Background: an optimization exercise with open tools, aiming at small area and few clock cycles. Do not read the settings as production practice.
Where RTL was checked, it was by simulation tests only, not by an equivalence proof against the original.

==> try-xenon <==
## ALU
module ALU(
    clk,
    rst_n,
    valid,
    ready,
    mode,
    in_A,
    in_B,
    out
);
Settings: LEC_CHECK=0, CAP_MARGIN=20, CORE_MARGIN=2, CORE_UTILIZATION=40, SLEW_MARGIN=20, SYNTH_HIERARCHICAL=1, SYNTH_MINIMUM_KEEP_SIZE=0; clock period 10.0 ns.
standard.sh (not shown) runs the stock make flow with config.mk's settings and CLKGATE_MAP_FILE= SYNTH_SCRIPT=/design/flow/synth_recipe.tcl, a recipe that flattens the netlist after the stock synthesis.
==> flow/flow/run.sh <==
#!/bin/bash
# The standard layout (standard.sh), with one change: the buffers that
# buffer_ports puts on every input and output port are the smallest buffer
# cell instead of the default choice. ORFS's global_place.tcl passes
# BUFFER_PORTS_ARGS to buffer_ports.
set -euo pipefail
export BUFFER_PORTS_ARGS="-buffer_cell sky130_fd_sc_hd__buf_1"
bash standard.sh > standard_run.log 2>&1
==> try-zinc (differences from try-xenon) <==
--- a/flow/design.v
+++ b/flow/design.v
@@ -33,18 +33,19 @@
     reg  [31:0] X_nx, H_nx, L_nx;
     assign ready = ready_;
     assign out   = {H_nx, L_nx};
     wire idle   = (state == IDLE);
     wire start  = idle && valid && !ready_;
-    wire op_mul = idle ? (mode == 2'd0) : (state == MUL);
-    wire op_div = idle ? (mode == 2'd1) : (state == DSRCH) || (state == DSTEP);
+    wire op_mul = idle || (state == MUL);
+    wire op_div = (state == DSRCH) || (state == DSTEP);
     wire srch   = idle ? (mode == 2'd1) : (state == DSRCH);
     wire [31:0] Xi = idle ? in_B : X;
-    wire [31:0] Hi = idle ? (in_A & {32{mode != 2'd0}}) : H;
-    wire [31:0] Li = idle ? (in_A & {32{mode == 2'd0}}) : L;
+    wire [31:0] Hi = idle ? in_A : H;            
+    wire [31:0] Ha = idle ? 32'd0 : H;           
+    wire [31:0] Li = idle ? in_A : L;
     wire [K-1:0] m = op_mul ? Li[K-1:0] : {{(K-1){1'b0}}, 1'b1};
-    wire [31:0] nHi = ~Hi;
+    wire [31:0] nHi = ~Ha;
     wire        ncin = ~op_div;
     wire [31:0] npp0 = ~((Xi & {32{m[0]}}) ^ {32{op_div}});
     wire [31:0] npp1 = ~(Xi & {32{m[1]}});
     wire [31:0] npp2 = ~(Xi & {32{m[2]}});
     wire [31:0] npp3 = ~(Xi & {32{m[3]}});
@@ -300,13 +301,13 @@
     end
     wire [W-1:0] S = ~(na ^ nb ^ {G[W-2:0], 1'b1});
     wire c1 = S[32];                                    
     wire c2 = srch && !Xi[31] && (cnt != 5'd31) &&
               (Hi[31:32-CW] >= Xi[30:31-CW]);
-    wire load = idle && !op_mul && !c2;
+    wire load = idle && !c2;
     always @(*) begin
-        if (op_mul) begin
+        if (idle ? (mode == 2'd0) : op_mul) begin
             X_nx = Xi;
             H_nx = S[31+K:K];
             L_nx = {S[K-1:0], Li[31:K]};
         end else if (op_div || idle) begin
             if (c2 || load) begin
@@ -314,11 +315,11 @@
                 H_nx = Hi;
             end else begin
                 X_nx = Xi >> 1;
                 H_nx = c1 ? S[31:0] : Hi;
             end
-            L_nx = {Li[30:0], c1 & !c2 & !load};
+            L_nx = {Li[30:0] & {31{!idle}}, c1 & !c2 & !load};
         end else begin  
             X_nx = Xi;
             H_nx = 32'd0;
             L_nx = (state == LAVG) ? S[32:1] : (Hi & Xi);
         end
==> try-maple (differences from try-xenon) <==
--- a/flow/design.v
+++ b/flow/design.v
@@ -16,32 +16,29 @@
     output [63:0] out;
     localparam K  = 8;               
     localparam CW = 4;               
     localparam NSTEP = 4;
     localparam W = 40;               
-    localparam IDLE  = 3'd0;
-    localparam MUL   = 3'd1;
-    localparam DSRCH = 3'd2;         
-    localparam DSTEP = 3'd3;         
-    localparam LAND  = 3'd4;         
-    localparam LAVG  = 3'd5;         
-    reg  [2:0]  state;
+    localparam IDLE  = 2'd0;
+    localparam MUL   = 2'd1;
+    localparam DSRCH = 2'd2;         
+    localparam DSTEP = 2'd3;         
+    reg  [1:0]  state;
     reg  [4:0]  cnt;
     reg         ready_;
     reg  [31:0] X;
     reg  [31:0] H;
     reg  [31:0] L;
-    reg  [31:0] X_nx, H_nx, L_nx;
     assign ready = ready_;
-    assign out   = {H_nx, L_nx};
+    assign out   = {H, L};
     wire idle   = (state == IDLE);
     wire start  = idle && valid && !ready_;
     wire op_mul = idle ? (mode == 2'd0) : (state == MUL);
-    wire op_div = idle ? (mode == 2'd1) : (state == DSRCH) || (state == DSTEP);
-    wire srch   = idle ? (mode == 2'd1) : (state == DSRCH);
+    wire op_div = idle ? (mode == 2'd1) : state[1];
+    wire srch   = idle ? 1'b1 : (state == DSRCH);
     wire [31:0] Xi = idle ? in_B : X;
-    wire [31:0] Hi = idle ? (in_A & {32{mode != 2'd0}}) : H;
+    wire [31:0] Hi = idle ? (in_A & {32{mode[0]}}) : H;
     wire [31:0] Li = idle ? (in_A & {32{mode == 2'd0}}) : L;
     wire [K-1:0] m = op_mul ? Li[K-1:0] : {{(K-1){1'b0}}, 1'b1};
     wire [31:0] nHi = ~Hi;
     wire        ncin = ~op_div;
     wire [31:0] npp0 = ~((Xi & {32{m[0]}}) ^ {32{op_div}});
@@ -300,36 +297,29 @@
     end
     wire [W-1:0] S = ~(na ^ nb ^ {G[W-2:0], 1'b1});
     wire c1 = S[32];                                    
     wire c2 = srch && !Xi[31] && (cnt != 5'd31) &&
               (Hi[31:32-CW] >= Xi[30:31-CW]);
-    wire load = idle && !op_mul && !c2;
-    always @(*) begin
+    always @(posedge clk) begin
         if (op_mul) begin
-            X_nx = Xi;
-            H_nx = S[31+K:K];
-            L_nx = {S[K-1:0], Li[31:K]};
-        end else if (op_div || idle) begin
-            if (c2 || load) begin
-                X_nx = c2 ? Xi << 1 : Xi;
-                H_nx = Hi;
+            X <= Xi;
+            H <= S[31+K:K];
+            L <= {S[K-1:0], Li[31:K]};
+        end else if (op_div) begin
+            if (c2) begin
+                X <= Xi << 1;
+                H <= Hi;
             end else begin
-                X_nx = Xi >> 1;
-                H_nx = c1 ? S[31:0] : Hi;
+                X <= Xi >> 1;
+                H <= c1 ? S[31:0] : Hi;
             end
-            L_nx = {Li[30:0], c1 & !c2 & !load};
+            L <= {Li[30:0], c1 & !c2};
         end else begin  
-            X_nx = Xi;
-            H_nx = 32'd0;
-            L_nx = (state == LAVG) ? S[32:1] : (Hi & Xi);
+            H <= 32'd0;
+            L <= mode[0] ? S[32:1] : (in_A & in_B);
         end
     end
-    always @(posedge clk) begin
-        X <= X_nx;
-        H <= H_nx;
-        L <= L_nx;
-    end
     always @(posedge clk or negedge rst_n) begin
         if (!rst_n) begin
             state  <= IDLE;
             cnt    <= 5'd0;
             ready_ <= 1'b0;
@@ -338,55 +328,44 @@
             case (state)
                 IDLE: begin
                     if (start) begin
                         case (mode)
                             2'd0: begin
-                                cnt    <= 5'd1;
-                                state  <= MUL;
-                                ready_ <= (NSTEP == 2);
+                                cnt   <= 5'd1;
+                                state <= MUL;
                             end
                             2'd1: begin
                                 if (c2) begin
                                     cnt   <= 5'd1;
                                     state <= DSRCH;
-                                end else begin
-                                    state  <= DSTEP;
-                                    ready_ <= 1'b1;
-                                end
-                            end
-                            2'd2: begin
-                                state  <= LAND;
-                                ready_ <= 1'b1;
-                            end
-                            2'd3: begin
-                                state  <= LAVG;
-                                ready_ <= 1'b1;
+                                end else
+                                    ready_ <= 1'b1;    
                             end
+                            default: ready_ <= 1'b1;
                         endcase
                     end
                 end
                 MUL: begin
                     cnt <= cnt + 5'd1;
-                    if (cnt == NSTEP - 2) ready_ <= 1'b1;
-                    if (ready_) begin
-                        cnt   <= 5'd0;
-                        state <= IDLE;
+                    if (cnt == NSTEP - 1) begin
+                        cnt    <= 5'd0;
+                        state  <= IDLE;
+                        ready_ <= 1'b1;
                     end
                 end
-                DSRCH, DSTEP: begin
+                default: begin  
                     if (c2) cnt <= cnt + 5'd1;
                     else begin
                         cnt   <= cnt - 5'd1;
                         state <= DSTEP;
-                        if (cnt == 5'd1) ready_ <= 1'b1;
                         if (cnt == 5'd0) begin
-                            cnt   <= 5'd0;
-                            state <= IDLE;
+                            cnt    <= 5'd0;
+                            state  <= IDLE;
+                            ready_ <= 1'b1;
                         end
                     end
                 end
-                default: state <= IDLE;
             endcase
         end
     end
 endmodule
 module ALU_fa(a, b, c, s, co);
==> qor summary <==
quantity	try-zinc	try-maple	try-xenon
Required time reported for the critical path endpoint	8.00 ns	10.27 ns	8.00 ns
Source-to-sink clock delay at the later pin of the worst-skew pair	0.39 ns	0.38 ns	0.40 ns
Largest stage delay, worst path	0.49 ns	0.82 ns	0.54 ns
Area of the die	35100 µm²	35700 µm²	35200 µm²
Sequential cell count	105	104	105
Post-Synth Simple-Gate Area	0.197	0.185	0.172
Total via count after detailed routing	13.1k	12.1k	13.4k
Fill cells	3239	3325	3148
Number of standard cells in the final layout excluding fillers	2251	2061	2336
Setup repair after global routing missed its margin	yes	no	yes
Result of the run	finished with violations	finished clean	finished with violations
Layout check failures	setup timing	-	setup timing
Maximum number of pins on one net before global-route repair	73	65	64
Final non-clock buffer share	0.109	0.0527	0.174
Kind of end point of the critical path	output port	register	output port
Testbench counts of try-maple, summed over its fixed seeds: cycles 5,710.
Function not checked in try-xenon and try-zinc: the RTL went through the layout flow alone.

afterwards: timing with drivers on the ports:
How much do the figures lean on ideal ports? The routed layouts below were timed once more, with nothing changed but the port constraints.
Step 1: set_driving_cell puts a clkbuf_16 on clk and a buf_2 on each other input, an assumption about the parent block.
Step 2, shift: input delay + t, output delay - t, t = (earliest + latest rising clock arrival at the registers) / 2. This alone moves slack from input paths to output paths.
Slacks: ideal ports / drivers / drivers and shift; pairs: ideal ports / drivers.
| run | t, ns | slack for setup (ns) | hold WS [ns] | worst data-port slew with drivers (ns) | cell pins on the clock port's net |
|---|---|---|---|---|---|
| try-xenon | 0.433 | -0.260 / -0.300 / -0.300 | 0.564 / 0.564 / 0.564 | 0.05 | 1 |
| try-zinc | 0.423 | -0.127 / -0.167 / -0.167 | 0.522 / 0.522 / 0.522 | 0.05 | 1 |
| try-maple | 0.412 | 1.053 / 1.073 / 0.661 | 0.516 / 0.516 / 0.516 | 0.04 | 1 |
For try-maple, which loses most, drivers alone change the setup slack by +0.020 ns; drivers and shift together by -0.392 ns.
